Source: an optimization exercise on an open RTL-to-GDS flow (aim: small area and a short achievable clock period). Production flows keep margins and buffers that such runs may drop.
No functional check of the RTL was part of any run shown here.
Power is estimated from default activity; no workload was simulated.

--- design/flow/run.sh ---
#!/bin/bash
# synth_recipe.tcl (not shown) runs the flow's synth.tcl, then flattens the netlist and writes it again
# the make line also repeats each setting of config.mk as NAME=value (left out here)
make -C /OpenROAD-flow-scripts/flow DESIGN_CONFIG=/design/flow/config.mk WORK_HOME=/design/flow/orfs CLKGATE_MAP_FILE= SYNTH_SCRIPT=/design/flow/synth_recipe.tcl finish
--- design/flow/config.mk ---
export PLATFORM = sky130hd
export DESIGN_NAME = opstack
export DESIGN_NICKNAME = opstack
export VERILOG_FILES = /design/flow/design.v
export SDC_FILE = /design/flow/constraint.sdc
export NUM_CORES = 4
export LEC_CHECK = 0
export CAP_MARGIN = 20
export CORE_MARGIN = 2
export CORE_UTILIZATION = 40
export SLEW_MARGIN = 20
--- design/flow/constraint.sdc ---
create_clock -name core_clock -period 7.0 [get_ports {clk}]
set_input_delay 1.4000 -clock core_clock [delete_from_list [all_inputs] [get_ports {clk}]]
set_output_delay 1.4000 -clock core_clock [all_outputs]
set_load 0.01 [all_outputs]
--- design/flow/design.v ---
module alu(a, b, f, s);
  input [15:0] a, b;
  input [4:0] f;
  output reg [15:0] s;
  wire add = (f == 5'b00000);
  wire neg = (f == 5'b10000);
  wire [15:0] bz = neg ? 16'h0000 : b;
  wire [15:0] ax = add ? a : ~a;
  wire [15:0] sum = bz + ax + {15'd0, ~add};
  wire [15:0] prod;
  mul_lo mul0(.a(a), .b(b), .p(prod));
  wire [15:0] bx = b ^ a;
  wire eq = ~|bx;
  wire anz = |a, bnz = |b;
  wire lt = (b[15] ^ a[15]) ? b[15] : sum[15];
  wire big = |a[15:4];
  wire [15:0] shl = big ? 16'h0000 : (b << a[3:0]);
  wire [15:0] shr = big ? 16'h0000 : (b >> a[3:0]);
  always @(*)
    case (f)
      5'b00000  : s = sum;
      5'b00001  : s = sum;
      5'b00010  : s = prod;
      5'b00011  : s = shl;
      5'b00100  : s = shr;
      5'b00101 : s = b & a;
      5'b00110  : s = b | a;
      5'b00111 : s = bx;
      5'b01000  : s = {15'd0, anz & bnz};
      5'b01001   : s = {15'd0, anz | bnz};
      5'b01010   : s = {15'd0, eq};
      5'b01011   : s = {15'd0, ~eq};
      5'b01100   : s = {15'd0, ~lt};
      5'b01101   : s = {15'd0, lt | eq};
      5'b01110   : s = {15'd0, ~(lt | eq)};
      5'b01111   : s = {15'd0, lt};
      5'b10000  : s = sum;
      5'b10001 : s = ~a;
      5'b10010  : s = {15'd0, ~anz};
      default : s = 16'h0000;
    endcase
endmodule
module mul_lo(a, b, p);
  input [15:0] a, b;
  output [15:0] p;
  wire [15:0] pp [0:15];
  genvar gi;
  generate for (gi = 0; gi < 16; gi = gi + 1) begin : g_pp
    assign pp[gi] = b & {16{a[gi]}};
  end endgenerate
  wire s1;
  wire c2;
  wire s3;
  wire c4;
  wire s5;
  wire c6;
  wire x7;
  wire x8;
  wire x9;
  wire x10;
  wire x11;
  wire s12;
  wire c13;
  wire s14;
  wire c15;
  wire s16;
  wire c17;
  wire s18;
  wire c19;
  wire s20;
  wire c21;
  wire s22;
  wire c23;
  wire s24;
  wire c25;
  wire s26;
  wire c27;
  wire s28;
  wire c29;
  wire s30;
  wire c31;
  wire s32;
  wire c33;
  wire s34;
  wire c35;
  wire s36;
  wire c37;
  wire s38;
  wire c39;
  wire s40;
  wire c41;
  wire s42;
  wire c43;
  wire s44;
  wire c45;
  wire s46;
  wire c47;
  wire x48;
  wire x49;
  wire x50;
  wire x51;
  wire x52;
  wire x53;
  wire s54;
  wire c55;
  wire s56;
  wire c57;
  wire s58;
  wire c59;
  wire s60;
  wire c61;
  wire s62;
  wire c63;
  wire s64;
  wire c65;
  wire s66;
  wire c67;
  wire s68;
  wire c69;
  wire s70;
  wire c71;
  wire s72;
  wire c73;
  wire s74;
  wire c75;
  wire s76;
  wire c77;
  wire s78;
  wire c79;
  wire s80;
  wire c81;
  wire s82;
  wire c83;
  wire s84;
  wire c85;
  wire s86;
  wire c87;
  wire s88;
  wire c89;
  wire s90;
  wire c91;
  wire s92;
  wire c93;
  wire s94;
  wire c95;
  wire s96;
  wire c97;
  wire s98;
  wire c99;
  wire s100;
  wire c101;
  wire x102;
  wire x103;
  wire x104;
  wire x105;
  wire x106;
  wire s107;
  wire c108;
  wire s109;
  wire c110;
  wire s111;
  wire c112;
  wire s113;
  wire c114;
  wire s115;
  wire c116;
  wire s117;
  wire c118;
  wire s119;
  wire c120;
  wire s121;
  wire c122;
  wire s123;
  wire c124;
  wire s125;
  wire c126;
  wire s127;
  wire c128;
  wire s129;
  wire c130;
  wire s131;
  wire c132;
  wire s133;
  wire c134;
  wire s135;
  wire c136;
  wire s137;
  wire c138;
  wire s139;
  wire c140;
  wire s141;
  wire c142;
  wire s143;
  wire c144;
  wire s145;
  wire c146;
  wire s147;
  wire c148;
  wire x149;
  wire x150;
  wire x151;
  wire x152;
  wire s153;
  wire c154;
  wire s155;
  wire c156;
  wire s157;
  wire c158;
  wire s159;
  wire c160;
  wire s161;
  wire c162;
  wire s163;
  wire c164;
  wire s165;
  wire c166;
  wire s167;
  wire c168;
  wire s169;
  wire c170;
  wire s171;
  wire c172;
  wire s173;
  wire c174;
  wire s175;
  wire c176;
  wire x177;
  wire x178;
  wire x179;
  wire s180;
  wire c181;
  wire s182;
  wire c183;
  wire s184;
  wire c185;
  wire s186;
  wire c187;
  wire s188;
  wire c189;
  wire s190;
  wire c191;
  wire s192;
  wire c193;
  wire s194;
  wire c195;
  wire s196;
  wire c197;
  wire s198;
  wire c199;
  wire s200;
  wire c201;
  wire s202;
  wire c203;
  wire s204;
  wire c205;
  wire x206;
  wire x207;
  wire x208;
  wire x209;
  assign s1 = pp[0][13] ^ pp[1][12];
  assign c2 = pp[0][13] & pp[1][12];
  assign s3 = pp[0][14] ^ pp[1][13] ^ pp[2][12];
  assign c4 = (pp[0][14] & pp[1][13]) | (pp[0][14] & pp[2][12]) | (pp[1][13] & pp[2][12]);
  assign s5 = pp[3][11] ^ pp[4][10];
  assign c6 = pp[3][11] & pp[4][10];
  assign x7 = pp[0][15] ^ pp[1][14];
  assign x8 = pp[2][13] ^ pp[3][12];
  assign x9 = pp[4][11] ^ pp[5][10];
  assign x10 = pp[6][9] ^ pp[7][8];
  assign x11 = pp[8][7] ^ pp[9][6];
  assign s12 = pp[0][9] ^ pp[1][8];
  assign c13 = pp[0][9] & pp[1][8];
  assign s14 = pp[0][10] ^ pp[1][9] ^ pp[2][8];
  assign c15 = (pp[0][10] & pp[1][9]) | (pp[0][10] & pp[2][8]) | (pp[1][9] & pp[2][8]);
  assign s16 = pp[3][7] ^ pp[4][6];
  assign c17 = pp[3][7] & pp[4][6];
  assign s18 = pp[0][11] ^ pp[1][10] ^ pp[2][9];
  assign c19 = (pp[0][11] & pp[1][10]) | (pp[0][11] & pp[2][9]) | (pp[1][10] & pp[2][9]);
  assign s20 = pp[3][8] ^ pp[4][7] ^ pp[5][6];
  assign c21 = (pp[3][8] & pp[4][7]) | (pp[3][8] & pp[5][6]) | (pp[4][7] & pp[5][6]);
  assign s22 = pp[6][5] ^ pp[7][4];
  assign c23 = pp[6][5] & pp[7][4];
  assign s24 = pp[0][12] ^ pp[1][11] ^ pp[2][10];
  assign c25 = (pp[0][12] & pp[1][11]) | (pp[0][12] & pp[2][10]) | (pp[1][11] & pp[2][10]);
  assign s26 = pp[3][9] ^ pp[4][8] ^ pp[5][7];
  assign c27 = (pp[3][9] & pp[4][8]) | (pp[3][9] & pp[5][7]) | (pp[4][8] & pp[5][7]);
  assign s28 = pp[6][6] ^ pp[7][5] ^ pp[8][4];
  assign c29 = (pp[6][6] & pp[7][5]) | (pp[6][6] & pp[8][4]) | (pp[7][5] & pp[8][4]);
  assign s30 = pp[9][3] ^ pp[10][2];
  assign c31 = pp[9][3] & pp[10][2];
  assign s32 = pp[2][11] ^ pp[3][10] ^ pp[4][9];
  assign c33 = (pp[2][11] & pp[3][10]) | (pp[2][11] & pp[4][9]) | (pp[3][10] & pp[4][9]);
  assign s34 = pp[5][8] ^ pp[6][7] ^ pp[7][6];
  assign c35 = (pp[5][8] & pp[6][7]) | (pp[5][8] & pp[7][6]) | (pp[6][7] & pp[7][6]);
  assign s36 = pp[8][5] ^ pp[9][4] ^ pp[10][3];
  assign c37 = (pp[8][5] & pp[9][4]) | (pp[8][5] & pp[10][3]) | (pp[9][4] & pp[10][3]);
  assign s38 = pp[11][2] ^ pp[12][1] ^ pp[13][0];
  assign c39 = (pp[11][2] & pp[12][1]) | (pp[11][2] & pp[13][0]) | (pp[12][1] & pp[13][0]);
  assign s40 = pp[5][9] ^ pp[6][8] ^ pp[7][7];
  assign c41 = (pp[5][9] & pp[6][8]) | (pp[5][9] & pp[7][7]) | (pp[6][8] & pp[7][7]);
  assign s42 = pp[8][6] ^ pp[9][5] ^ pp[10][4];
  assign c43 = (pp[8][6] & pp[9][5]) | (pp[8][6] & pp[10][4]) | (pp[9][5] & pp[10][4]);
  assign s44 = pp[11][3] ^ pp[12][2] ^ pp[13][1];
  assign c45 = (pp[11][3] & pp[12][2]) | (pp[11][3] & pp[13][1]) | (pp[12][2] & pp[13][1]);
  assign s46 = pp[14][0] ^ c2 ^ s3;
  assign c47 = (pp[14][0] & c2) | (pp[14][0] & s3) | (c2 & s3);
  assign x48 = pp[10][5] ^ pp[11][4];
  assign x49 = pp[12][3] ^ pp[13][2];
  assign x50 = pp[14][1] ^ pp[15][0];
  assign x51 = c4 ^ c6;
  assign x52 = x7 ^ x8;
  assign x53 = x9 ^ x10;
  assign s54 = pp[0][6] ^ pp[1][5];
  assign c55 = pp[0][6] & pp[1][5];
  assign s56 = pp[0][7] ^ pp[1][6] ^ pp[2][5];
  assign c57 = (pp[0][7] & pp[1][6]) | (pp[0][7] & pp[2][5]) | (pp[1][6] & pp[2][5]);
  assign s58 = pp[3][4] ^ pp[4][3];
  assign c59 = pp[3][4] & pp[4][3];
  assign s60 = pp[0][8] ^ pp[1][7] ^ pp[2][6];
  assign c61 = (pp[0][8] & pp[1][7]) | (pp[0][8] & pp[2][6]) | (pp[1][7] & pp[2][6]);
  assign s62 = pp[3][5] ^ pp[4][4] ^ pp[5][3];
  assign c63 = (pp[3][5] & pp[4][4]) | (pp[3][5] & pp[5][3]) | (pp[4][4] & pp[5][3]);
  assign s64 = pp[6][2] ^ pp[7][1];
  assign c65 = pp[6][2] & pp[7][1];
  assign s66 = pp[2][7] ^ pp[3][6] ^ pp[4][5];
  assign c67 = (pp[2][7] & pp[3][6]) | (pp[2][7] & pp[4][5]) | (pp[3][6] & pp[4][5]);
  assign s68 = pp[5][4] ^ pp[6][3] ^ pp[7][2];
  assign c69 = (pp[5][4] & pp[6][3]) | (pp[5][4] & pp[7][2]) | (pp[6][3] & pp[7][2]);
  assign s70 = pp[8][1] ^ pp[9][0] ^ s12;
  assign c71 = (pp[8][1] & pp[9][0]) | (pp[8][1] & s12) | (pp[9][0] & s12);
  assign s72 = pp[5][5] ^ pp[6][4] ^ pp[7][3];
  assign c73 = (pp[5][5] & pp[6][4]) | (pp[5][5] & pp[7][3]) | (pp[6][4] & pp[7][3]);
  assign s74 = pp[8][2] ^ pp[9][1] ^ pp[10][0];
  assign c75 = (pp[8][2] & pp[9][1]) | (pp[8][2] & pp[10][0]) | (pp[9][1] & pp[10][0]);
  assign s76 = c13 ^ s14 ^ s16;
  assign c77 = (c13 & s14) | (c13 & s16) | (s14 & s16);
  assign s78 = pp[8][3] ^ pp[9][2] ^ pp[10][1];
  assign c79 = (pp[8][3] & pp[9][2]) | (pp[8][3] & pp[10][1]) | (pp[9][2] & pp[10][1]);
  assign s80 = pp[11][0] ^ c15 ^ c17;
  assign c81 = (pp[11][0] & c15) | (pp[11][0] & c17) | (c15 & c17);
  assign s82 = s18 ^ s20 ^ s22;
  assign c83 = (s18 & s20) | (s18 & s22) | (s20 & s22);
  assign s84 = pp[11][1] ^ pp[12][0] ^ c19;
  assign c85 = (pp[11][1] & pp[12][0]) | (pp[11][1] & c19) | (pp[12][0] & c19);
  assign s86 = c21 ^ c23 ^ s24;
  assign c87 = (c21 & c23) | (c21 & s24) | (c23 & s24);
  assign s88 = s26 ^ s28 ^ s30;
  assign c89 = (s26 & s28) | (s26 & s30) | (s28 & s30);
  assign s90 = s1 ^ c25 ^ c27;
  assign c91 = (s1 & c25) | (s1 & c27) | (c25 & c27);
  assign s92 = c29 ^ c31 ^ s32;
  assign c93 = (c29 & c31) | (c29 & s32) | (c31 & s32);
  assign s94 = s34 ^ s36 ^ s38;
  assign c95 = (s34 & s36) | (s34 & s38) | (s36 & s38);
  assign s96 = s5 ^ c33 ^ c35;
  assign c97 = (s5 & c33) | (s5 & c35) | (c33 & c35);
  assign s98 = c37 ^ c39 ^ s40;
  assign c99 = (c37 & c39) | (c37 & s40) | (c39 & s40);
  assign s100 = s42 ^ s44 ^ s46;
  assign c101 = (s42 & s44) | (s42 & s46) | (s44 & s46);
  assign x102 = x11 ^ c41;
  assign x103 = c43 ^ c45;
  assign x104 = c47 ^ x48;
  assign x105 = x49 ^ x50;
  assign x106 = x51 ^ x52;
  assign s107 = pp[0][4] ^ pp[1][3];
  assign c108 = pp[0][4] & pp[1][3];
  assign s109 = pp[0][5] ^ pp[1][4] ^ pp[2][3];
  assign c110 = (pp[0][5] & pp[1][4]) | (pp[0][5] & pp[2][3]) | (pp[1][4] & pp[2][3]);
  assign s111 = pp[3][2] ^ pp[4][1];
  assign c112 = pp[3][2] & pp[4][1];
  assign s113 = pp[2][4] ^ pp[3][3] ^ pp[4][2];
  assign c114 = (pp[2][4] & pp[3][3]) | (pp[2][4] & pp[4][2]) | (pp[3][3] & pp[4][2]);
  assign s115 = pp[5][1] ^ pp[6][0] ^ s54;
  assign c116 = (pp[5][1] & pp[6][0]) | (pp[5][1] & s54) | (pp[6][0] & s54);
  assign s117 = pp[5][2] ^ pp[6][1] ^ pp[7][0];
  assign c118 = (pp[5][2] & pp[6][1]) | (pp[5][2] & pp[7][0]) | (pp[6][1] & pp[7][0]);
  assign s119 = c55 ^ s56 ^ s58;
  assign c120 = (c55 & s56) | (c55 & s58) | (s56 & s58);
  assign s121 = pp[8][0] ^ c57 ^ c59;
  assign c122 = (pp[8][0] & c57) | (pp[8][0] & c59) | (c57 & c59);
  assign s123 = s60 ^ s62 ^ s64;
  assign c124 = (s60 & s62) | (s60 & s64) | (s62 & s64);
  assign s125 = c61 ^ c63 ^ c65;
  assign c126 = (c61 & c63) | (c61 & c65) | (c63 & c65);
  assign s127 = s66 ^ s68 ^ s70;
  assign c128 = (s66 & s68) | (s66 & s70) | (s68 & s70);
  assign s129 = c67 ^ c69 ^ c71;
  assign c130 = (c67 & c69) | (c67 & c71) | (c69 & c71);
  assign s131 = s72 ^ s74 ^ s76;
  assign c132 = (s72 & s74) | (s72 & s76) | (s74 & s76);
  assign s133 = c73 ^ c75 ^ c77;
  assign c134 = (c73 & c75) | (c73 & c77) | (c75 & c77);
  assign s135 = s78 ^ s80 ^ s82;
  assign c136 = (s78 & s80) | (s78 & s82) | (s80 & s82);
  assign s137 = c79 ^ c81 ^ c83;
  assign c138 = (c79 & c81) | (c79 & c83) | (c81 & c83);
  assign s139 = s84 ^ s86 ^ s88;
  assign c140 = (s84 & s86) | (s84 & s88) | (s86 & s88);
  assign s141 = c85 ^ c87 ^ c89;
  assign c142 = (c85 & c87) | (c85 & c89) | (c87 & c89);
  assign s143 = s90 ^ s92 ^ s94;
  assign c144 = (s90 & s92) | (s90 & s94) | (s92 & s94);
  assign s145 = c91 ^ c93 ^ c95;
  assign c146 = (c91 & c93) | (c91 & c95) | (c93 & c95);
  assign s147 = s96 ^ s98 ^ s100;
  assign c148 = (s96 & s98) | (s96 & s100) | (s98 & s100);
  assign x149 = x53 ^ c97;
  assign x150 = c99 ^ c101;
  assign x151 = x102 ^ x103;
  assign x152 = x104 ^ x105;
  assign s153 = pp[0][3] ^ pp[1][2];
  assign c154 = pp[0][3] & pp[1][2];
  assign s155 = pp[2][2] ^ pp[3][1] ^ pp[4][0];
  assign c156 = (pp[2][2] & pp[3][1]) | (pp[2][2] & pp[4][0]) | (pp[3][1] & pp[4][0]);
  assign s157 = pp[5][0] ^ c108 ^ s109;
  assign c158 = (pp[5][0] & c108) | (pp[5][0] & s109) | (c108 & s109);
  assign s159 = c110 ^ c112 ^ s113;
  assign c160 = (c110 & c112) | (c110 & s113) | (c112 & s113);
  assign s161 = c114 ^ c116 ^ s117;
  assign c162 = (c114 & c116) | (c114 & s117) | (c116 & s117);
  assign s163 = c118 ^ c120 ^ s121;
  assign c164 = (c118 & c120) | (c118 & s121) | (c120 & s121);
  assign s165 = c122 ^ c124 ^ s125;
  assign c166 = (c122 & c124) | (c122 & s125) | (c124 & s125);
  assign s167 = c126 ^ c128 ^ s129;
  assign c168 = (c126 & c128) | (c126 & s129) | (c128 & s129);
  assign s169 = c130 ^ c132 ^ s133;
  assign c170 = (c130 & c132) | (c130 & s133) | (c132 & s133);
  assign s171 = c134 ^ c136 ^ s137;
  assign c172 = (c134 & c136) | (c134 & s137) | (c136 & s137);
  assign s173 = c138 ^ c140 ^ s141;
  assign c174 = (c138 & c140) | (c138 & s141) | (c140 & s141);
  assign s175 = c142 ^ c144 ^ s145;
  assign c176 = (c142 & c144) | (c142 & s145) | (c144 & s145);
  assign x177 = x106 ^ c146;
  assign x178 = c148 ^ x149;
  assign x179 = x150 ^ x151;
  assign s180 = pp[0][2] ^ pp[1][1];
  assign c181 = pp[0][2] & pp[1][1];
  assign s182 = pp[2][1] ^ pp[3][0] ^ s153;
  assign c183 = (pp[2][1] & pp[3][0]) | (pp[2][1] & s153) | (pp[3][0] & s153);
  assign s184 = s107 ^ c154 ^ s155;
  assign c185 = (s107 & c154) | (s107 & s155) | (c154 & s155);
  assign s186 = s111 ^ c156 ^ s157;
  assign c187 = (s111 & c156) | (s111 & s157) | (c156 & s157);
  assign s188 = s115 ^ c158 ^ s159;
  assign c189 = (s115 & c158) | (s115 & s159) | (c158 & s159);
  assign s190 = s119 ^ c160 ^ s161;
  assign c191 = (s119 & c160) | (s119 & s161) | (c160 & s161);
  assign s192 = s123 ^ c162 ^ s163;
  assign c193 = (s123 & c162) | (s123 & s163) | (c162 & s163);
  assign s194 = s127 ^ c164 ^ s165;
  assign c195 = (s127 & c164) | (s127 & s165) | (c164 & s165);
  assign s196 = s131 ^ c166 ^ s167;
  assign c197 = (s131 & c166) | (s131 & s167) | (c166 & s167);
  assign s198 = s135 ^ c168 ^ s169;
  assign c199 = (s135 & c168) | (s135 & s169) | (c168 & s169);
  assign s200 = s139 ^ c170 ^ s171;
  assign c201 = (s139 & c170) | (s139 & s171) | (c170 & s171);
  assign s202 = s143 ^ c172 ^ s173;
  assign c203 = (s143 & c172) | (s143 & s173) | (c172 & s173);
  assign s204 = s147 ^ c174 ^ s175;
  assign c205 = (s147 & c174) | (s147 & s175) | (c174 & s175);
  assign x206 = x152 ^ c176;
  assign x207 = x177 ^ x178;
  assign x208 = x179 ^ c205;
  assign x209 = x206 ^ x207;
  wire [15:0] ra = {x208, c203, c201, c199, c197, c195, c193, c191, c189, c187, c185, c183, c181, pp[2][0], pp[0][1], pp[0][0]};
  wire [15:0] rb = {x209, s204, s202, s200, s198, s196, s194, s192, s190, s188, s186, s184, s182, s180, pp[1][0], 1'b0};
  assign p = ra + rb;
endmodule
module stack(clk, load, push, pop, d, qtop, qnext);
  parameter N=16;
  input clk, load, push, pop;
  input [N-1:0] d;
  output [N-1:0] qtop, qnext;
  reg [N-1:0] q[0:3];
  assign qtop=q[0];
  assign qnext=q[1];
  always @(posedge clk)
    begin
      if (load) q[0] <= d;
      if (push) q[1] <= q[0]; else if (pop) q[1] <= q[2];
      if (push) q[2] <= q[1]; else if (pop) q[2] <= q[3];
      if (push) q[3] <= q[2]; else if (pop) q[3] <= {N{1'b0}};
    end
endmodule
module opstack(clk, num, op, x, qtop);
  input clk, num, op;
  input [15:0] x;
  output [15:0] qtop;
  wire [15:0] qnext, s, d;
  wire load, push, pop;
  alu alu0(.a(qtop), .b(qnext), .f(x[4:0]), .s(s));
  stack stack0(clk, load, push, pop, d, qtop, qnext);
  assign load=num|op;
  assign push=num;
  assign pop=op&~x[4];
  assign d = num ? x : s;
endmodule
==> PnR_summary.wiki, run 1 <==
{| class="wikitable"
! Metric !! Value
|-
| Number of flops mapped to enable cells by yosys || 64
|-
| Yosys top cell by area || edfxtp_1
|-
| Largest registers || stack0.q: 64 flops
|-
| Design area || 10960 µm²
|-
| H-tree level count || 3
|-
| Row Count || 57
|-
| Element type at the critical path end || register
|-
| Die Y || 162.3 µm
|-
| Synth-to-Final Area Change || 9.285%
|-
| Share of final-layout standard cells stronger than drive strength 1 || 10.41%
|-
| Data required time of the critical path || 7.12 ns
|-
| Sequential element share of the synthesized area || 19.17%
|-
| Total of hold buffers inserted after clock tree synthesis || 0
|-
| Worst vdd ir || 0.2858 mV
|-
| Cell with the most instances after synthesis || nand2_1
|-
| Number of endpoints failing setup at the final stage || 0
|-
| Die Area || 26350 µm²
|-
| Largest net degree at the start of global routing || 71
|-
| Remaining antenna violation count || 0
|-
| Leakage power || 4.490 nW
|-
| Count of synthesis-stage warnings from yosys || 4
|-
| Hold Path Depth || 1
|-
| RSZ-0062 raised after global routing || no
|-
| CP Max Fanout || 15
|-
| DRC violation total after the first TritonRoute iteration || 991
|-
| Diode insertion count for antenna repair || 0
|-
| Net total in the final layout || 1330
|-
| Global-route wire length before repair || 52590 µm
|-
| I/O pins || 35
|-
| Core box area || 24460 µm²
|-
| Start of the worst register-to-register path || stack0.q[1][6]
|-
| Main synth FF type || edfxtp_1
|-
| Final Hold Viols || 0
|-
| Largest register FFs || 64
|-
| Clock Skew || 0.01007 ns
|-
| Non-Filler Instances || 1486
|-
| Startpoint kind of the worst setup timing path || register
|-
| DRC violation count after routing || 0
|-
| Sink of the worst hold path || stack0.q[2][14]
|-
| GRT Residual Overflow || 0
|-
| Pre-Repair DR Iteration Count || 5
|-
| Maximum count of clock buffers along a single path || 2
|-
| Cells taking the most area after synthesis || edfxtp_1 (19%), fa_1 (16%), ha_1 (9.2%)
|-
| FF-to-FF End || stack0.q[0][15]
|-
| Clock period minus worst slack || 5.833 ns
|-
| List of most frequent post-synthesis cells || nand2_1 (153), inv_1 (138), nor2_1 (116)
|-
| Worst skew pair latency || 0.37 ns
|-
| Worst setup margin || 1.167 ns
|-
| Worst Max-Slew Pin Slew || 0.9088 ns
|-
| Vias per inst || 6.037
|-
| Area of the mapped netlist || 10030 µm²
|-
| Sink Count || 64
|-
| Fraction of registers with async set/reset || 0%
|-
| Arrival @ worst endpoint || 5.95 ns
|-
| Reg with most FFs || stack0.q
|-
| Global routing usage summed across all routing layers || 26.79%
|-
| Hold WC Path Type || register to register
|-
| Cell Area, Placed || 10610 µm²
|-
| Routed length per placed instance || 23.45 µm
|-
| Via count of the routed design || 8971
|-
| Gpl congestion || 0.9670
|-
| Total wire length || 34850 µm
|-
| Slew margin rel. || 39.42%
|-
| Run status || timing/DRC/antenna clean
|-
| Clock tree from TritonCTS || yes
|-
| Worst-case register-to-register setup slack || 1.17 ns
|-
| Post_cts resized || 0
|-
| Pwr/cell area || 307.2 nW/µm²
|-
| Period Utilization, post-route || 83.33%
|-
| Number of register bits inferred by synthesis || 64
|-
| Post-CTS setup buffers || 0
|-
| Clock transition time at the flip-flop clock pins of the worst setup and hold paths || 0.07 ns
|-
| TNS Setup || 0 ns
|-
| Max-cap violations || 0
|-
| Antenna violations before repair || 1
|-
| Worst hold start || stack0.q[3][14]
|-
| Dpl hpwl || 24940 µm
|-
| Vias in the first global route || 8700
|-
| Maximum clock frequency || 171.4 MHz
|-
| Post-synthesis net count || 1335
|-
| Die Width || 162.3 µm
|-
| Worst reg-to-reg path cell count || 16
|-
| Worst slack at placement || 1.269 ns
|-
| Initial cell density of the core || 40.99%
|-
| Slew Limit Fails || 0
|-
| Total instance count after detailed placement || 1470
|-
| Portion of synthesized cell area occupied by the leading cell type || 19.17%
|-
| Library cells used by synthesis || 80
|-
| Post-synthesis cell count || 1162
|-
| Number of CTS-inserted buffers || 9
|-
| Syn_area_per_cell || 8.628 µm²
|-
| IO buf count || 34
|-
| Kind of critical path || register to register
|-
| CTS Root Buffer Type || clkbuf_16
|}
cell families after synthesis:
kind of cell | after synthesis | share of synthesized area [%]
xor gates and xnor gates | 62 | 5.554
adders and majority gates | 154 | 25.21
muxes | 69 | 9.023
AOI/OAI and AO/OA | 225 | 15.65
and+or+nand+nor | 369 | 16.42
buffers and inverters | 219 | 8.973
DFF | 64 | 19.17
cell usage in the layout, fill, tap and decap left out, types with 4 or more instances in the layout:
cell type / instances
mux2i_1: 15
a31oi_1: 21
a2111oi_0: 5
a221oi_1: 16
buf_4: 27
nor4_1: 10
o31ai_1: 5
nand2b_1: 12
a21oi_1: 43
o21ai_1: 13
clkdlybuf4s50_1: 33
o211ai_1: 10
o21a_1: 5
and2_1: 17
fa_1: 80
mux2_2: 40
a211oi_1: 9
clkbuf_16: 9
o221ai_1: 4
a22o_1: 5
nand3_1: 14
mux4_2: 13
nand2_1: 153
inv_1: 138
xor2_1: 15
o22ai_1: 7
xnor2_1: 46
a21o_1: 7
nor3_1: 10
nor2b_1: 6
and3_1: 5
or3_1: 6
nor2_1: 115
ha_1: 74
o21ai_0: 38
nand4_1: 5
edfxtp_1: 64
worst max-delay path, stage by stage, from the launching register on:
cell	delay [ns]
edfxtp_1	0.68
inv_1	0.38
nor2_1	0.11
fa_1	0.52
inv_1	0.06
fa_1	0.50
inv_1	0.05
fa_1	0.39
fa_1	0.54
fa_1	0.42
ha_1	0.42
and3_1	0.19
a31oi_1	0.27
a21oi_1	0.19
xnor2_1	0.36
o221ai_1	0.24
a22o_1	0.25
stage by stage:
step	power (W)	util, %	hold WS [ns]
final	0.003366	44.79	0.5462
after global routing	0.003572	44.79	0.5624
after CTS	0.003343	44.79	0.5485
after detailed placement	0.002754	43.36	0.5352
after global placement	0.002735	43.35	0.5258
after floorplan	0.002079	-	0.5201
where the power goes:
group / internal (W) / total (W) / switching (W)
clock network: 0.000353 / 0.000575 / 0.000221
logic: 0.000891 / 0.00224 / 0.00135
registers: 0.000479 / 0.000554 / 0.0000749
area by class of cell:
| type | instances | area [µm²] |
|---|---|---|
| fill | 2450 | 13510 |
| multi-input combinational | 879 | 7208 |
| sequential | 64 | 1922 |
| timing repair buffer | 61 | 538.0 |
| inverter | 142 | 533.0 |
| tap | 324 | 405.4 |
| clock buffer | 9 | 225.2 |
| clock inverter | 7 | 125.1 |
per-layer routing:
metal / global-route usage [%] / share of wire, %
met1: 36.42 / 42
met2: 40.81 / 44
met3: 6.971 / 10
met4: 10.66 / 4.1
met5: 0 / 0.037
how the worst max path moves through the flow:
stage	start	end	cells past startpoint
floorplan	stack0.q[0][2]	stack0.q[0][15]	19
CTS	stack0.q[1][6]	stack0.q[0][15]	16
global placement	stack0.q[1][6]	stack0.q[0][15]	16
global route	stack0.q[0][1]	stack0.q[0][15]	17
finish	stack0.q[1][6]	stack0.q[0][15]	16
detailed placement	stack0.q[1][6]	stack0.q[0][15]	16
==> run 2: changes to the inputs <==
--- a/design/flow/config.mk
+++ b/design/flow/config.mk
@@ -7,2 +7,3 @@
 export LEC_CHECK = 0
+export ABC_CLOCK_PERIOD_IN_PS = 5000
 export CAP_MARGIN = 20
==> PnR_summary.wiki, run 2 <==
{| class="wikitable"
! Metric !! Value
|-
| Dpl hpwl || 24940 µm (unchanged)
|-
| Gpl congestion || 0.9670 (unchanged)
|-
| Initial cell density of the core || 40.99% (unchanged)
|-
| Post_cts resized || 0 (unchanged)
|-
| Worst vdd ir || 0.2858 mV (unchanged)
|-
| Period Utilization, post-route || 83.33% (unchanged)
|-
| Core box area || 24460 µm² (unchanged)
|-
| Hold WC Path Type || register to register
|-
| Worst Max-Slew Pin Slew || 0.9088 ns (unchanged)
|-
| CTS Root Buffer Type || clkbuf_16
|-
| Total wire length || 34850 µm (unchanged)
|-
| Max-cap violations || 0 (unchanged)
|-
| List of most frequent post-synthesis cells || nand2_1 (153), inv_1 (138), nor2_1 (116)
|-
| Clock transition time at the flip-flop clock pins of the worst setup and hold paths || 0.07 ns (about the same)
|-
| Portion of synthesized cell area occupied by the leading cell type || 19.17% (unchanged)
|-
| Via count of the routed design || 8971 (unchanged)
|-
| Diode insertion count for antenna repair || 0 (unchanged)
|-
| Area of the mapped netlist || 10030 µm² (unchanged)
|-
| IO buf count || 34 (unchanged)
|-
| Most common cell after layout, fill and taps aside || nand2_1
|-
| Pwr/cell area || 307.2 nW/µm² (unchanged)
|-
| Syn_area_per_cell || 8.628 µm² (unchanged)
|-
| Switching fraction of total power || 48.81% (unchanged)
|-
| Clock period minus worst slack || 5.833 ns (unchanged)
|-
| Post-CTS setup buffers || 0 (unchanged)
|-
| Clock power frac || 17.1% (about the same)
|-
| Largest registers || stack0.q: 64 flops
|-
| RSZ-0062 raised after global routing || no
|-
| Sink Count || 64 (unchanged)
|-
| Clock tree from TritonCTS || yes
|-
| Antenna violations before repair || 1 (unchanged)
|-
| GRT Residual Overflow || 0 (unchanged)
|-
| Vias per inst || 6.037 (unchanged)
|-
| Data required time of the critical path || 7.12 ns (about the same)
|-
| Slew Limit Fails || 0 (unchanged)
|-
| Net total in the final layout || 1330 (unchanged)
|-
| Kind of critical path || register to register
|-
| Number of register bits inferred by synthesis || 64 (unchanged)
|-
| Synth-to-Final Area Change || 9.285% (unchanged)
|-
| Final Hold Viols || 0 (unchanged)
|-
| Number of flops mapped to enable cells by yosys || 64 (unchanged)
|-
| Remaining antenna violation count || 0 (unchanged)
|-
| Most frequent cells in the layout || nand2_1 (153), inv_1 (138), nor2_1 (115)
|-
| Maximum clock frequency || 171.4 MHz (unchanged)
|-
| Element type at the critical path end || register
|-
| Cells taking the most area after synthesis || edfxtp_1 (19%), fa_1 (16%), ha_1 (9.2%)
|-
| Fraction of registers with async set/reset || 0% (unchanged)
|-
| Number of CTS-inserted buffers || 9 (unchanged)
|-
| Run status || timing/DRC/antenna clean
|-
| I/O pins || 35 (unchanged)
|-
| Worst skew pair latency || 0.37 ns (about the same)
|-
| Row Count || 57 (unchanged)
|-
| Pre-Repair DR Iteration Count || 5 (unchanged)
|-
| Clock Skew || 0.01007 ns (unchanged)
|-
| Final core occ || 44.79% (unchanged)
|-
| Portion of total power attributed to sequential cells || 16.4% (about the same)
|-
| Routed length per placed instance || 23.45 µm (unchanged)
|-
| H-tree level count || 3 (unchanged)
|-
| Post-synthesis net count || 1335 (unchanged)
|-
| Main synth FF type || edfxtp_1
|-
| Maximum count of clock buffers along a single path || 2 (unchanged)
|-
| Post-synthesis cell count || 1162 (unchanged)
|-
| Die Width || 162.3 µm (unchanged)
|-
| Largest register FFs || 64 (unchanged)
|-
| Share of final-layout standard cells stronger than drive strength 1 || 10.41% (unchanged)
|-
| Largest net degree at the start of global routing || 71 (unchanged)
|-
| DRC violation count after routing || 0 (unchanged)
|-
| Total power draw || 0.003366 W (unchanged)
|-
| Total of hold buffers inserted after clock tree synthesis || 0 (unchanged)
|-
| Arrival @ worst endpoint || 5.95 ns (about the same)
|-
| Global-route wire length before repair || 52590 µm (unchanged)
|-
| Library cells used by synthesis || 80 (unchanged)
|-
| Combinational group share of total power || 66.5% (about the same)
|-
| Internal power consumption || 0.001723 W (unchanged)
|-
| Leakage power || 4.490 nW (unchanged)
|-
| Vias in the first global route || 8700 (unchanged)
|-
| Global routing usage summed across all routing layers || 26.79% (unchanged)
|-
| Count of synthesis-stage warnings from yosys || 4 (unchanged)
|-
| Startpoint kind of the worst setup timing path || register
|-
| DRC violation total after the first TritonRoute iteration || 991 (unchanged)
|-
| Hold Slack || 0.5462 ns (unchanged)
|-
| TNS Setup || 0 ns (unchanged)
|-
| Reg with most FFs || stack0.q
|-
| Die Y || 162.3 µm (unchanged)
|-
| Number of endpoints failing setup at the final stage || 0 (unchanged)
|-
| Switching power || 0.001643 W (unchanged)
|-
| Yosys top cell by area || edfxtp_1
|-
| Sequential element share of the synthesized area || 19.17% (unchanged)
|-
| Slew margin rel. || 39.42% (unchanged)
|-
| CP Max Fanout || 15 (unchanged)
|-
| Die Area || 26350 µm² (unchanged)
|-
| Cell with the most instances after synthesis || nand2_1
|}
[run 2: cell counts in the layout (fill, tap and decap cells not counted)]
Identical to the previous run, type by type.
[run 2: metrics by stage]
stage / instance area (µm²) / setup WS (ns) / std cells
after floorplan: 10030 / 1.562 / 1162
after global placement: 10600 / 1.283 / 1470
after detailed placement: 10610 / 1.269 / 1470
after CTS: 10960 / 1.233 / 1486
after global routing: 10960 / 1.078 / 1486
final: 10960 / 1.167 / 1486
[run 2: worst paths after layout]
check                           slack, ns  cells after the start         endpoint            start
worst max register to register       1.17                     16  stack0.q[0][15]   stack0.q[1][6]
worst max-delay path                 1.17                     16  stack0.q[0][15]   stack0.q[1][6]
worst min-delay path                 0.55                      1  stack0.q[2][14]  stack0.q[3][14]
worst min register to register       0.55                      1  stack0.q[2][14]  stack0.q[3][14]
[run 2: kinds of logic after synthesis]
kind of cell | Yosys count | share of synthesized area [%]
buffers and inverters | 219 | 8.973
flip-flops | 64 | 19.17
XOR/XNOR | 62 | 5.554
AND/OR/NAND/NOR | 369 | 16.42
multiplexers | 69 | 9.023
AO/OA/AOI/OAI | 225 | 15.65
adder cells (fa/ha/maj) | 154 | 25.21
[run 2: final cells by class]
cell class | instances | area (µm²)
clock inverter | 7 | 125.1
inverter | 142 | 533.0
tap | 324 | 405.4
sequential | 64 | 1922
multi-input combinational | 879 | 7208
clock buffer | 9 | 225.2
fill | 2450 | 13510
timing repair buffer | 61 | 538.0
[run 2: worst max-delay path, cell delays in order, from the launching register on]
cell and delay, ns:
edfxtp_1 0.68, inv_1 0.38, nor2_1 0.11, fa_1 0.52, inv_1 0.06, fa_1 0.50, inv_1 0.05, fa_1 0.39
fa_1 0.54, fa_1 0.42, ha_1 0.42, and3_1 0.19, a31oi_1 0.27, a21oi_1 0.19, xnor2_1 0.36, o221ai_1 0.24
a22o_1 0.25
[run 2: power by group through the flow]
stage / Sequential (W) / Combinational, W / Clock, W
6_report: 0.000554 / 0.00224 / 0.000575
5_1_grt: 0.000556 / 0.00242 / 0.000593
4_1_cts: 0.000551 / 0.00221 / 0.000580
3_5_place_dp: 0.000559 / 0.00220 / 0
3_3_place_gp: 0.000558 / 0.00218 / 0
2_1_floorplan: 0.000521 / 0.00156 / 0
[run 2: routing by layer]
metal	wire (µm)	track usage, %	up-vias
li1	-	-	3963
met1	14660	36.42	4387
met2	15260	40.81	507
met3	3469	6.971	112
met4	1439	10.66	2
met5	13	0	-
==> run 3: changes to the inputs <==
--- a/design/flow/config.mk
+++ b/design/flow/config.mk
@@ -7,3 +7,2 @@
 export LEC_CHECK = 0
-export ABC_CLOCK_PERIOD_IN_PS = 5000
 export CAP_MARGIN = 20
@@ -11,2 +10,3 @@
 export CORE_UTILIZATION = 40
+export SETUP_SLACK_MARGIN = 1.5
 export SLEW_MARGIN = 20
==> PnR_summary.wiki, run 3 <==
{| class="wikitable"
! Metric !! Value
|-
| Initial cell density of the core || 40.99% (unchanged)
|-
| TNS Setup || 0 ns (unchanged)
|-
| Row Count || 57 (unchanged)
|-
| Element type at the critical path end || register
|-
| Yosys top cell by area || edfxtp_1
|-
| Worst slack at placement || 1.269 ns (unchanged)
|-
| Count of synthesis-stage warnings from yosys || 4 (unchanged)
|-
| Worst setup margin || 1.486 ns (+0.3191 ns)
|-
| Worst skew pair latency || 0.37 ns (about the same)
|-
| CTS Root Buffer Type || clkbuf_16
|-
| Sequential element share of the synthesized area || 19.17% (unchanged)
|-
| Largest register FFs || 64 (unchanged)
|-
| Via count of the routed design || 9079 (+1.2%)
|-
| Cell with the most instances after synthesis || nand2_1
|-
| Post-synthesis cell count || 1162 (unchanged)
|-
| Cells taking the most area after synthesis || edfxtp_1 (19%), fa_1 (16%), ha_1 (9.2%)
|-
| IO buf count || 34 (unchanged)
|-
| GRT met2 Usage || 41.59% (+0.77 points)
|-
| Antenna violations before repair || 3 (+2)
|-
| Main synth FF type || edfxtp_1
|-
| Area of the mapped netlist || 10030 µm² (unchanged)
|-
| Routed length per placed instance || 23.65 µm (+0.83%)
|-
| Largest registers || stack0.q: 64 flops
|-
| Number of register bits inferred by synthesis || 64 (unchanged)
|-
| Fraction of registers with async set/reset || 0% (unchanged)
|-
| Final Hold Viols || 0 (unchanged)
|-
| # fillers || 2433 (-0.69%)
|-
| Pwr/cell area || 308.3 nW/µm² (+0.35%)
|-
| Vias in the first global route || 8801 (+1.2%)
|-
| Portion of synthesized cell area occupied by the leading cell type || 19.17% (unchanged)
|-
| CP Max Fanout || 12 (-3)
|-
| I/O pins || 35 (unchanged)
|-
| Post-synthesis net count || 1335 (unchanged)
|-
| Total instance count after detailed placement || 1470 (unchanged)
|-
| Cell mode on critical path || fa_1
|-
| Period Utilization, post-route || 78.77% (-4.6 points)
|-
| Hold Slack || 0.5484 ns (+0.002214 ns)
|-
| Diode insertion count for antenna repair || 0 (unchanged)
|-
| Cell Chain, Critical Path || inv_1, nor2_1, ha_1, inv_1, fa_1, inv_1, fa_1, fa_1, fa_1, ha_1, and3_1, a31oi_1, a21oi_1, xnor2_2, o221ai_1, a22o_1
|-
| Most frequent cells in the layout || nand2_1 (152), inv_1 (134), nor2_1 (115)
|-
| Design area || 11190 µm² (+2.1%)
|-
| RSZ-0062 raised after global routing || yes
|-
| Sink Count || 64 (unchanged)
|-
| Data required time of the critical path || 7.12 ns (about the same)
|-
| Run status || timing/DRC/antenna clean
|-
| Clock tree from TritonCTS || yes
|-
| Total wire length || 35690 µm (+2.4%)
|-
| Die Width || 162.3 µm (unchanged)
|-
| Syn_area_per_cell || 8.628 µm² (unchanged)
|-
| Met1 GRT Util || 36.32% (-0.097 points)
|-
| Net total in the final layout || 1353 (+1.7%)
|-
| H-tree level count || 3 (unchanged)
|-
| Cell with the largest stage delay on the worst path || edfxtp_1
|-
| Max-cap violations || 0 (unchanged)
|-
| Dpl hpwl || 24940 µm (unchanged)
|-
| Gpl congestion || 0.9670 (unchanged)
|-
| Remaining antenna violation count || 0 (unchanged)
|-
| Clock Skew || 0.01164 ns (+0.001564 ns)
|-
| Number of CTS-inserted buffers || 9 (unchanged)
|-
| Hold WC Path Type || register to register
|-
| Global routing usage summed across all routing layers || 27.25% (+0.46 points)
|-
| DRC violation total after the first TritonRoute iteration || 1007 (+1.6%)
|-
| Slew margin rel. || 39.18% (-0.23 points)
|-
| GR Util met3 || 8.044% (+1.1 points)
|-
| Core box area || 24460 µm² (unchanged)
|-
| Pre-Repair DR Iteration Count || 5 (unchanged)
|-
| Cell Area, Placed || 10610 µm² (unchanged)
|-
| Worst vdd ir || 0.2934 mV (+2.6%)
|-
| Die Y || 162.3 µm (unchanged)
|-
| Number of flops mapped to enable cells by yosys || 64 (unchanged)
|-
| Maximum count of clock buffers along a single path || 2 (unchanged)
|-
| Arrival @ worst endpoint || 5.63 ns (-0.32 ns)
|-
| GRT Residual Overflow || 0 (unchanged)
|-
| Worst path max stage delay || 0.83 ns (+0.15 ns)
|-
| Startpoint kind of the worst setup timing path || register
|-
| Slew Limit Fails || 0 (unchanged)
|-
| Clock period minus worst slack || 5.514 ns (-0.3191 ns)
|-
| Number of endpoints failing setup at the final stage || 0 (unchanged)
|-
| Largest net degree at the start of global routing || 71 (unchanged)
|-
| Share of final-layout standard cells stronger than drive strength 1 || 12.66% (+2.2 points)
|-
| Kind of critical path || register to register
|-
| Clock transition time at the flip-flop clock pins of the worst setup and hold paths || 0.07 ns (about the same)
|-
| Die Area || 26350 µm² (unchanged)
|-
| Maximum clock frequency || 181.4 MHz (+5.8%)
|-
| Non-Filler Instances || 1509 (+1.5%)
|-
| Vias per inst || 6.017 (-0.34%)
|-
| Worst Max-Slew Pin Slew || 0.9122 ns (+0.003483 ns)
|-
| Library cells used by synthesis || 80 (unchanged)
|-
| Synth-to-Final Area Change || 11.63%
|-
| Most common cell after layout, fill and taps aside || nand2_1
|-
| Layer with the highest usage after global routing || met2
|-
| Reg with most FFs || stack0.q
|-
| Number of buffers and inverters on the critical path || 3 (unchanged)
|-
| DRC violation count after routing || 0 (unchanged)
|-
| Leakage power || 4.605 nW (+2.6%)
|-
| Global-route wire length before repair || 53410 µm (+1.6%)
|-
| List of most frequent post-synthesis cells || nand2_1 (153), inv_1 (138), nor2_1 (116)
|-
| Top cell family by delay on the critical path || adder cells
|}
run 3: cell types whose count changed in the layout (fill, tap and decap cells not counted):
cell / delta
xnor2_1: -1
buf_4: +20
inv_1: -4
xnor2_2: +1
clkinvlp_4: +4
buf_12: +3
nand2_1: -1
nand2_2: +1
run 3: report_power, final:
part	internal (W)	switching, W	leakage (nW)
clock network	0.000353	0.000222	0.171
logic	0.000941	0.00141	3.76
registers	0.000479	0.0000499	0.669
run 3: metal layers:
metal	routed length [µm]	vias to the layer above	part of all wire, %
met5	23	-	0.064
met4	1545	4	4.3
met3	4029	122	11
met2	15570	515	44
met1	14510	4428	41
li1	-	4010	-
run 3: worst register-to-register path, stage by stage (launching register included):
cell and delay (ns):
edfxtp_1 0.83, inv_1 0.31, nor2_1 0.24, ha_1 0.15
inv_1 0.05, fa_1 0.47, inv_1 0.05, fa_1 0.39
fa_1 0.54, fa_1 0.42, ha_1 0.42, and3_1 0.19
a31oi_1 0.26, a21oi_1 0.20, xnor2_2 0.27, o221ai_1 0.23
a22o_1 0.25
run 3: per-stage QoR:
stage          total power, W  util (%)
2_1_floorplan        0.002079         -
3_3_place_gp         0.002735     43.35
3_5_place_dp         0.002754     43.36
4_1_cts              0.003410     45.52
5_1_grt              0.003650     45.75
6_report             0.003450     45.75
run 3: layout make-up:
type,count,area (µm²),share of cell area [%]
flip-flops and latches,64,1922,17.17
clock inverters,7,125.1,1.118
multi-input cells,879,7218,64.49
well taps,324,405.4,3.622
inverters,142,548.0,4.897
repair buffers,84,748.2,6.685
clock buffers,9,225.2,2.012
run 3: worst paths after layout:
| kind | cells past startpoint | to | slack, ns | from |
|---|---|---|---|---|
| setup / recovery | 16 | stack0.q[0][15] | 1.49 | stack0.q[0][7] |
| setup reg to reg | 16 | stack0.q[0][15] | 1.49 | stack0.q[0][7] |
| hold / removal | 1 | stack0.q[2][0] | 0.55 | stack0.q[3][0] |
| hold reg to reg | 1 | stack0.q[2][0] | 0.55 | stack0.q[3][0] |
run 3: repair_timing:
action	4_1_cts	5_1_grt
setup buffers	19	4
setup endpoints to repair	1	4
gates resized for setup	5	9
hold buffers	0	0
pin swaps	1	0
run 3: cells by family after synthesis:
kind of cell    after synthesis  share of synthesized area [%]
simple gates                369                          16.42
fa+ha+maj                   154                          25.21
flops                        64                          19.17
xor+xnor                     62                          5.554
buf+inv                     219                          8.973
mux                          69                          9.023
compound gates              225                          15.65
==> run 4: changes to the inputs <==
--- a/design/flow/design.v
+++ b/design/flow/design.v
@@ -1,42 +1,98 @@
-module alu(a, b, f, s);
+module alu(a, b, f, x, push, s);
   input [15:0] a, b;
   input [4:0] f;
-  output reg [15:0] s;
-  wire add = (f == 5'b00000);
-  wire neg = (f == 5'b10000);
-  wire [15:0] bz = neg ? 16'h0000 : b;
-  wire [15:0] ax = add ? a : ~a;
-  wire [15:0] sum = bz + ax + {15'd0, ~add};
-  wire [15:0] prod;
-  mul_lo mul0(.a(a), .b(b), .p(prod));
-  wire [15:0] bx = b ^ a;
-  wire eq = ~|bx;
+  input [15:0] x;
+  input push;
+  output [15:0] s;
+  wire f_add  = (f == 5'b00000);
+  wire f_sub  = (f == 5'b00001);
+  wire f_mul  = (f == 5'b00010);
+  wire f_shl  = (f == 5'b00011);
+  wire f_shr  = (f == 5'b00100);
+  wire f_band = (f == 5'b00101);
+  wire f_bor  = (f == 5'b00110);
+  wire f_bxor = (f == 5'b00111);
+  wire f_and  = (f == 5'b01000);
+  wire f_or   = (f == 5'b01001);
+  wire f_eq   = (f == 5'b01010);
+  wire f_ne   = (f == 5'b01011);
+  wire f_ge   = (f == 5'b01100);
+  wire f_le   = (f == 5'b01101);
+  wire f_gt   = (f == 5'b01110);
+  wire f_lt   = (f == 5'b01111);
+  wire f_neg  = (f == 5'b10000);
+  wire f_bnot = (f == 5'b10001);
+  wire f_not  = (f == 5'b10010);
+  wire inv = ~(f_add | f_band | f_bor | f_bxor);
+  wire zb  = f_neg | f_bnot;
+  wire [15:0] bz = zb ? 16'h0000 : b;
+  wire [15:0] ax = inv ? ~a : a;
+  wire [15:0] p = bz ^ ax;
+  wire [15:0] g = bz & ax;
+  wire [16:0] c;
+  assign c[0] = inv;
+  wire [15:0] G0, P0, G1, P1, G2, P2, G3, P3, G4, P4;
+  assign G0 = {g[15:1], g[0] | (p[0] & inv)};
+  assign P0 = {p[15:1], 1'b0};
+  genvar i;
+  generate
+    for (i = 0; i < 16; i = i + 1) begin : g_pre
+      if ((i % 2) >= 1) begin : l1
+        assign G1[i] = G0[i] | (P0[i] & G0[(i/2)*2 + 0]);
+        assign P1[i] = P0[i] & P0[(i/2)*2 + 0];
+      end else begin : l1n
+        assign G1[i] = G0[i]; assign P1[i] = P0[i];
+      end
+      if ((i % 4) >= 2) begin : l2
+        assign G2[i] = G1[i] | (P1[i] & G1[(i/4)*4 + 1]);
+        assign P2[i] = P1[i] & P1[(i/4)*4 + 1];
+      end else begin : l2n
+        assign G2[i] = G1[i]; assign P2[i] = P1[i];
+      end
+      if ((i % 8) >= 4) begin : l3
+        assign G3[i] = G2[i] | (P2[i] & G2[(i/8)*8 + 3]);
+        assign P3[i] = P2[i] & P2[(i/8)*8 + 3];
+      end else begin : l3n
+        assign G3[i] = G2[i]; assign P3[i] = P2[i];
+      end
+      if ((i % 16) >= 8) begin : l4
+        assign G4[i] = G3[i] | (P3[i] & G3[7]);
+        assign P4[i] = P3[i] & P3[7];
+      end else begin : l4n
+        assign G4[i] = G3[i]; assign P4[i] = P3[i];
+      end
+      assign c[i+1] = G4[i];
+    end
+  endgenerate
+  wire [15:0] sum = p ^ c[15:0];
+  wire eq = &p;
+  wire lt = (b[15] ^ a[15]) ? b[15] : sum[15];    
   wire anz = |a, bnz = |b;
-  wire lt = (b[15] ^ a[15]) ? b[15] : sum[15];
+  wire bit0 = (f_and & anz & bnz) | (f_or & (anz | bnz)) | (f_eq & eq) |
+              (f_ne & ~eq) | (f_ge & ~lt) | (f_le & (lt | eq)) |
+              (f_gt & ~(lt | eq)) | (f_lt & lt) | (f_not & ~anz);
   wire big = |a[15:4];
-  wire [15:0] shl = big ? 16'h0000 : (b << a[3:0]);
-  wire [15:0] shr = big ? 16'h0000 : (b >> a[3:0]);
-  always @(*)
-    case (f)
-      5'b00000  : s = sum;
-      5'b00001  : s = sum;
-      5'b00010  : s = prod;
-      5'b00011  : s = shl;
-      5'b00100  : s = shr;
-      5'b00101 : s = b & a;
-      5'b00110  : s = b | a;
-      5'b00111 : s = bx;
-      5'b01000  : s = {15'd0, anz & bnz};
-      5'b01001   : s = {15'd0, anz | bnz};
-      5'b01010   : s = {15'd0, eq};
-      5'b01011   : s = {15'd0, ~eq};
-      5'b01100   : s = {15'd0, ~lt};
-      5'b01101   : s = {15'd0, lt | eq};
-      5'b01110   : s = {15'd0, ~(lt | eq)};
-      5'b01111   : s = {15'd0, lt};
-      5'b10000  : s = sum;
-      5'b10001 : s = ~a;
-      5'b10010  : s = {15'd0, ~anz};
-      default : s = 16'h0000;
-    endcase
+  wire [15:0] br;
+  generate for (i = 0; i < 16; i = i + 1) begin : g_rev
+    assign br[i] = b[15 - i];
+  end endgenerate
+  wire [15:0] bs = f_shr ? br : b;
+  wire [15:0] sh = bs << a[3:0];
+  wire [15:0] shr;
+  generate for (i = 0; i < 16; i = i + 1) begin : g_rev2
+    assign shr[i] = sh[15 - i];
+  end endgenerate
+  wire [15:0] prod;
+  mul_lo mul0(.a(a), .b(b), .p(prod));
+  wire op_ok = ~push;
+  wire s_sum = op_ok & (f_add | f_sub | f_neg);
+  wire s_mul = op_ok & f_mul;
+  wire s_shl = op_ok & f_shl & ~big;
+  wire s_shr = op_ok & f_shr & ~big;
+  wire s_p   = op_ok & (f_bxor | f_bor | f_bnot);
+  wire s_g   = op_ok & (f_band | f_bor);
+  wire s_b0  = op_ok;
+  assign s = ({16{push}} & x) | ({16{s_sum}} & sum) | ({16{s_mul}} & prod) |
+             ({16{s_shl}} & sh) | ({16{s_shr}} & shr) | ({16{s_p}} & p) |
+             ({16{s_g}} & g) | {15'd0, s_b0 & bit0};
 endmodule
@@ -492,5 +548,5 @@
   output [15:0] qtop;
-  wire [15:0] qnext, s, d;
+  wire [15:0] qnext, d;
   wire load, push, pop;
-  alu alu0(.a(qtop), .b(qnext), .f(x[4:0]), .s(s));
+  alu alu0(.a(qtop), .b(qnext), .f(x[4:0]), .x(x), .push(num), .s(d));
   stack stack0(clk, load, push, pop, d, qtop, qnext);
@@ -499,3 +555,2 @@
   assign pop=op&~x[4];
-  assign d = num ? x : s;
 endmodule
==> PnR_summary.wiki, run 4 <==
{| class="wikitable"
! Metric !! Value
|-
| Number of flops mapped to enable cells by yosys || 64 (unchanged)
|-
| H-tree level count || 3 (unchanged)
|-
| Core box area || 21760 µm² (-11%)
|-
| List of most frequent post-synthesis cells || nand2_1 (120), inv_1 (107), fa_1 (83)
|-
| Number of buffers and inverters on the critical path || 3 (unchanged)
|-
| Kind of critical path || register to register
|-
| CP Max Fanout || 15 (+3)
|-
| Final core occ || 45.72% (about the same)
|-
| Row Count || 54 (-5.3%)
|-
| Clock transition time at the flip-flop clock pins of the worst setup and hold paths || 0.06 ns (about the same)
|-
| Number of endpoints failing setup at the final stage || 0 (unchanged)
|-
| I/O pins || 35 (unchanged)
|-
| Most frequent cells in the layout || nand2_1 (120), inv_1 (107), fa_1 (83)
|-
| CTS Root Buffer Type || clkbuf_16
|-
| Main synth FF type || edfxtp_1
|-
| TNS Setup || 0 ns (unchanged)
|-
| Portion of synthesized cell area occupied by the leading cell type || 21.70% (+2.5 points)
|-
| Total wire length || 27530 µm (-23%)
|-
| Cell with the largest stage delay on the worst path || edfxtp_1
|-
| Number of CTS-inserted buffers || 9 (unchanged)
|-
| Vias per inst || 5.912 (-1.7%)
|-
| Period Utilization, post-route || 74.45% (-4.3 points)
|-
| Slew margin rel. || 41.12% (+1.9 points)
|-
| Die Width || 152.8 µm (-5.9%)
|-
| Routed length per placed instance || 21.93 µm (-7.3%)
|-
| Element type at the critical path end || register
|-
| GRT Residual Overflow || 0 (unchanged)
|-
| Top cell family by delay on the critical path || adder cells
|-
| Largest register FFs || 64 (unchanged)
|-
| Largest net degree at the start of global routing || 73 (+2.8%)
|-
| Share of final-layout standard cells stronger than drive strength 1 || 12.10% (-0.56 points)
|-
| Gpl congestion || 0.9662 (about the same)
|-
| Synth-to-Final Area Change || 12.32%
|-
| Library cells used by synthesis || 62 (-23%)
|-
| Area of the mapped netlist || 8855 µm² (-12%)
|-
| Data required time of the critical path || 7.02 ns (-0.10 ns)
|-
| Total met2 wirelength after detailed routing || 12330 µm (-21%)
|-
| Hold WC Path Type || register to register
|-
| Syn_area_per_cell || 9.291 µm² (+7.7%)
|-
| Topmost layer with routed signal wires || met4
|-
| Post-synthesis net count || 1098 (-18%)
|-
| Largest registers || stack0.q: 64 flops
|-
| Via count of the routed design || 7419 (-18%)
|-
| Slew Limit Fails || 0 (unchanged)
|-
| Pwr/cell area || 410.9 nW/µm² (+33%)
|-
| Most common cell after layout, fill and taps aside || nand2_1
|-
| Fraction of registers with async set/reset || 0% (unchanged)
|-
| Global-route wire length before repair || 43080 µm (-19%)
|-
| IO buf count || 34 (unchanged)
|-
| Die Area || 23340 µm² (-11%)
|-
| Dpl hpwl || 18620 µm (-25%)
|-
| RSZ-0062 raised after global routing || no
|-
| Die Y || 152.8 µm (-5.9%)
|-
| DRC violation count after routing || 0 (unchanged)
|-
| Post-Route M1 WL || 11720 µm (-19%)
|-
| Non-Filler Instances || 1255 (-17%)
|-
| Net total in the final layout || 1115 (-18%)
|-
| Startpoint kind of the worst setup timing path || register
|-
| Total of hold buffers inserted after clock tree synthesis || 0 (unchanged)
|-
| Clock Skew || 0.01584 ns (+0.004203 ns)
|-
| Sequential element share of the synthesized area || 21.70% (+2.5 points)
|-
| Met3 routed wirelength || 2814 µm (-30%)
|-
| Arrival @ worst endpoint || 5.24 ns (-0.39 ns)
|-
| Global routing usage summed across all routing layers || 23.65% (-3.6 points)
|-
| Sink Count || 64 (unchanged)
|-
| DRC violation total after the first TritonRoute iteration || 898 (-11%)
|-
| Reg with most FFs || stack0.q
|-
| Count of synthesis-stage warnings from yosys || 3 (-1)
|-
| Remaining antenna violation count || 0 (unchanged)
|-
| Post-synthesis cell count || 953 (-18%)
|-
| Yosys top cell by area || edfxtp_1
|-
| Worst Max-Slew Pin Slew || 0.8832 ns (-0.02905 ns)
|-
| Maximum count of clock buffers along a single path || 2 (unchanged)
|-
| Final Hold Viols || 0 (unchanged)
|-
| Antenna violations before repair || 0 (-3)
|-
| Worst path max stage delay || 0.93 ns (+0.10 ns)
|-
| Diode insertion count for antenna repair || 0 (unchanged)
|-
| Clock tree from TritonCTS || yes
|-
| Total instance count after detailed placement || 1212 (-18%)
|-
| Leakage power || 4.107 nW (-11%)
|-
| Max-cap violations || 0 (unchanged)
|-
| Cell mode on critical path || fa_1
|-
| Cell Chain, Critical Path || nand2_1, fa_1, fa_1, inv_1, fa_1, inv_1, fa_1, inv_1, ha_1, and3_1, a31o_1, nor4_1, o41ai_1, xnor2_1, o221ai_1
|-
| Cell with the most instances after synthesis || nand2_1
|-
| Clock period minus worst slack || 5.211 ns (-0.3025 ns)
|-
| Pre-Repair DR Iteration Count || 5 (unchanged)
|-
| Vias in the first global route || 7451 (-15%)
|-
| Number of register bits inferred by synthesis || 64 (unchanged)
|-
| Initial cell density of the core || 40.70% (-0.28 points)
|-
| Worst skew pair latency || 0.35 ns (-0.02 ns)
|-
| Worst vdd ir || 0.3074 mV (+4.8%)
|-
| Maximum clock frequency || 191.9 MHz (+5.8%)
|-
| Run status || timing/DRC/antenna clean
|-
| Cells taking the most area after synthesis || edfxtp_1 (22%), fa_1 (19%), ha_1 (6.1%)
|}
run 4: cell types whose count changed after synthesis, sizes merged, moves of 10 or more:
cell / delta
xor2: +11
inv: -30
ha: -31
buf: -26
xnor2: -12
and2: +57
a21oi: -14
a31oi: -16
o21ai: -21
clkbuf: +18
nor2: -91
a221oi: -10
nor2b: +11
nand2: -32
run 4: kinds of logic (layout without fill, tap and decap cells):
logic type | after synthesis | count (layout) | synth area share (%)
and+or+nand+nor | 307 | 307 | 17.65
buffers and inverters | 179 | 201 | 7.673
AOI/OAI and AO/OA | 146 | 146 | 11.59
adders and majority gates | 128 | 128 | 25.07
muxes | 69 | 69 | 10.39
DFF | 64 | 64 | 21.70
xor gates and xnor gates | 60 | 60 | 5.935
run 4: cell type report:
type	instances	area, µm²
tap	280	350.3
clock buffer	9	225.2
timing repair buffer	75	693.2
fill	2090	11810
multi-input combinational	710	6271
sequential	64	1922
inverter	110	412.9
clock inverter	7	71.32
run 4: metal layers:
layer  vias to the layer above  track usage (%)
met3                        50            5.973
li1                       3312                -
met5                         -                0
met2                       376            36.37
met1                      3681            33.34
met4                         0            6.349
run 4: worst paths after layout:
path / startpoint / end / slack, ns / cells past startpoint
worst max-delay path: stack0.q[0][5] / stack0.q[0][15] / 1.79 / 15
worst min-delay path: stack0.q[3][10] / stack0.q[2][10] / 0.55 / 1
worst max register to register: stack0.q[0][5] / stack0.q[0][15] / 1.79 / 15
worst min register to register: stack0.q[3][10] / stack0.q[2][10] / 0.55 / 1
run 4: repair_timing:
action                                  4_1_cts  5_1_grt
gates cloned                                  0        0
endpoints found under the setup margin        1       10
gates resized for setup                       0        2
buffers inserted                              3       24
run 4: where the power goes:
part | internal (W) | total [W] | switching (W) | leakage, nW
Sequential | 0.000500 | 0.000642 | 0.000141 | 0.666
Combinational | 0.00131 | 0.00298 | 0.00167 | 3.30
Clock | 0.000276 | 0.000465 | 0.000189 | 0.139
Total | 0.00208 | 0.00409 | 0.00200 | 4.11
run 4: metrics by stage:
| stage | power [W] | hold slack [ns] | area [µm²] | setup WS, ns |
|---|---|---|---|---|
| after floorplan | 0.002787 | 0.5248 | 8855 | 1.606 |
| after global placement | 0.003532 | 0.5260 | 9385 | 1.276 |
| after detailed placement | 0.003549 | 0.5358 | 9385 | 1.228 |
| after CTS | 0.004046 | 0.5484 | 9729 | 1.573 |
| after global routing | 0.004492 | 0.5638 | 9946 | 1.513 |
| final | 0.004087 | 0.5481 | 9946 | 1.789 |
==> run 5: changes to the inputs <==
--- a/design/flow/config.mk
+++ b/design/flow/config.mk
@@ -10,3 +10,2 @@
 export CORE_UTILIZATION = 40
-export SETUP_SLACK_MARGIN = 1.5
 export SLEW_MARGIN = 20
==> PnR_summary.wiki, run 5 <==
{| class="wikitable"
! Metric !! Value
|-
| FF+latch area || 1922 µm² (unchanged)
|-
| RSZ-0062 raised after global routing || no
|-
| Total met2 wirelength after detailed routing || 12160 µm (-1.4%)
|-
| Post-Route M1 WL || 11800 µm (+0.72%)
|-
| Initial cell density of the core || 40.70% (unchanged)
|-
| Hold Slack || 0.5446 ns (-0.003497 ns)
|-
| Via count of the routed design || 7282 (-1.8%)
|-
| Portion of synthesized cell area occupied by the leading cell type || 21.70% (unchanged)
|-
| Period Utilization, post-route || 79.39% (+4.9 points)
|-
| DRC violation count after routing || 0 (unchanged)
|-
| Global-route wire length before repair || 43010 µm (-0.16%)
|-
| Main synth FF type || edfxtp_1
|-
| Clock transition time at the flip-flop clock pins of the worst setup and hold paths || 0.07 ns (about the same)
|-
| Arithmetic-cell share of the synthesized area counting full adders, half adders and majority gates || 25.07% (unchanged)
|-
| Switching fraction of total power || 49.28% (+0.25 points)
|-
| Hold WC Path Type || register to register
|-
| Pre-Repair DR Iteration Count || 6 (+1)
|-
| Worst skew pair latency || 0.34 ns (about the same)
|-
| Area of the mapped netlist || 8855 µm² (unchanged)
|-
| Total of hold buffers inserted after clock tree synthesis || 0 (unchanged)
|-
| Library cells used by synthesis || 62 (unchanged)
|-
| Portion of total power attributed to sequential cells || 17.0% (+1.3 points)
|-
| Vias per inst || 5.930 (+0.31%)
|-
| Post_cts resized || 0 (unchanged)
|-
| GRT Residual Overflow || 0 (unchanged)
|-
| Maximum count of clock buffers along a single path || 2 (unchanged)
|-
| Main combinational cell family by area after synthesis || adder cells
|-
| Yosys top cell by area || edfxtp_1
|-
| Slew margin rel. || 34.00% (-7.1 points)
|-
| Net total in the final layout || 1088 (-2.4%)
|-
| H-tree level count || 3 (unchanged)
|-
| Final Hold Viols || 0 (unchanged)
|-
| Reg with most FFs || stack0.q
|-
| Data required time of the critical path || 7.02 ns (about the same)
|-
| Run status || timing/DRC/antenna clean
|-
| IO buf count || 34 (unchanged)
|-
| Number of flops mapped to enable cells by yosys || 64 (unchanged)
|-
| Number of endpoints failing setup at the final stage || 0 (unchanged)
|-
| Core box area || 21760 µm² (unchanged)
|-
| Vias in the first global route || 7453 (+0.027%)
|-
| Clock period minus worst slack || 5.557 ns (+0.3461 ns)
|-
| CP Max Fanout || 19 (+4)
|-
| Clock power frac || 11.5% (about the same)
|-
| Antenna violations before repair || 0 (unchanged)
|-
| Number of register bits inferred by synthesis || 64 (unchanged)
|-
| Sink Count || 64 (unchanged)
|-
| DRC violation total after the first TritonRoute iteration || 830 (-7.6%)
|-
| Pwr/cell area || 415.8 nW/µm² (+1.2%)
|-
| Most common cell after layout, fill and taps aside || nand2_1
|-
| Startpoint kind of the worst setup timing path || register
|-
| Total wire length || 27140 µm (-1.4%)
|-
| Combinational group share of total power || 71.5% (-1.4 points)
|-
| Largest net degree at the start of global routing || 73 (unchanged)
|-
| Gpl congestion || 0.9662 (unchanged)
|-
| I/O pins || 35 (unchanged)
|-
| Element type at the critical path end || register
|-
| Dpl hpwl || 18620 µm (unchanged)
|-
| Worst vdd ir || 0.3066 mV (-0.26%)
|-
| Fraction of registers with async set/reset || 0% (unchanged)
|-
| Number of CTS-inserted buffers || 9 (unchanged)
|-
| XOR/XNOR share of the synthesized area || 5.935% (unchanged)
|-
| Remaining antenna violation count || 0 (unchanged)
|-
| Slew Limit Fails || 0 (unchanged)
|-
| Count of synthesis-stage warnings from yosys || 3 (unchanged)
|-
| Clock Skew || 0.01248 ns (-0.003358 ns)
|-
| Arrival @ worst endpoint || 5.58 ns (+0.34 ns)
|-
| Total power draw || 0.004028 W (-1.4%)
|-
| Met3 routed wirelength || 2473 µm (-12%)
|-
| Worst setup margin || 1.443 ns (-0.3461 ns)
|-
| List of most frequent post-synthesis cells || nand2_1 (120), inv_1 (107), fa_1 (83)
|-
| Post-CTS setup buffers || 0 (-3)
|}
run 5: path summary, 6_finish.rpt:
check	startpoint	to	slack [ns]	cells past startpoint
worst min register to register	stack0.q[2][0]	stack0.q[3][0]	0.54	1
worst min-delay path	stack0.q[2][0]	stack0.q[3][0]	0.54	1
worst max register to register	stack0.q[0][0]	stack0.q[0][15]	1.44	15
worst max-delay path	stack0.q[0][0]	stack0.q[0][15]	1.44	15
run 5: cell families after synthesis:
kind of cell             after synthesis
AND/OR/NAND/NOR                      307
buffers and inverters                179
AO/OA/AOI/OAI                        146
adder cells (fa/ha/maj)              128
multiplexers                          69
flip-flops                            64
XOR/XNOR                              60
run 5: through the flow:
stage | instance area [µm²] | utilization [%]
finish | 9688 | 44.53
global route | 9688 | 44.53
CTS | 9682 | 44.50
detailed placement | 9385 | 43.14
global placement | 9385 | 43.14
floorplan | 8855 | -
run 5: area by class of cell:
| type | count | share of cell area [%] |
|---|---|---|
| clock buffer | 9 | 2.325 |
| timing repair buffer | 48 | 4.546 |
| tap | 280 | 3.616 |
| multi-input combinational | 710 | 64.68 |
| inverter | 110 | 4.262 |
| sequential | 64 | 19.84 |
| clock inverter | 7 | 0.7361 |
run 5: metal layers:
layer | GRT usage [%] | vias to the layer above
met4 | 6.437 | 0
met3 | 5.859 | 58
met2 | 36.37 | 368
li1 | - | 3259
met5 | 0 | -
met1 | 33.21 | 3597
run 5: worst max-delay path: stages, from the launching register on:
cell	delay, ns
edfxtp_1	0.99
and2_1	0.24
ha_1	0.25
fa_1	0.49
inv_1	0.05
fa_1	0.38
fa_1	0.48
fa_1	0.49
inv_1	0.04
ha_1	0.34
and3_1	0.20
a31o_1	0.24
nor4_1	0.27
o41ai_1	0.17
xnor2_1	0.34
o221ai_1	0.23
run 5: power groups by stage:
stage / clock network [W] / logic [W] / registers (W)
6_report: 0.000463 / 0.00288 / 0.000683
4_1_cts: 0.000466 / 0.00288 / 0.000678
2_1_floorplan: 0 / 0.00224 / 0.000547
3_3_place_gp: 0 / 0.00285 / 0.000684
3_5_place_dp: 0 / 0.00286 / 0.000685
5_1_grt: 0.000480 / 0.00327 / 0.000690

Check on run 5: ideal ports give 1.443 ns setup slack; a clkbuf_16 on the clock port and buf_2 on the inputs give 1.443 ns; moving port delays by the midpoint clock arrival (0.373 ns) as well gives 1.157 ns.
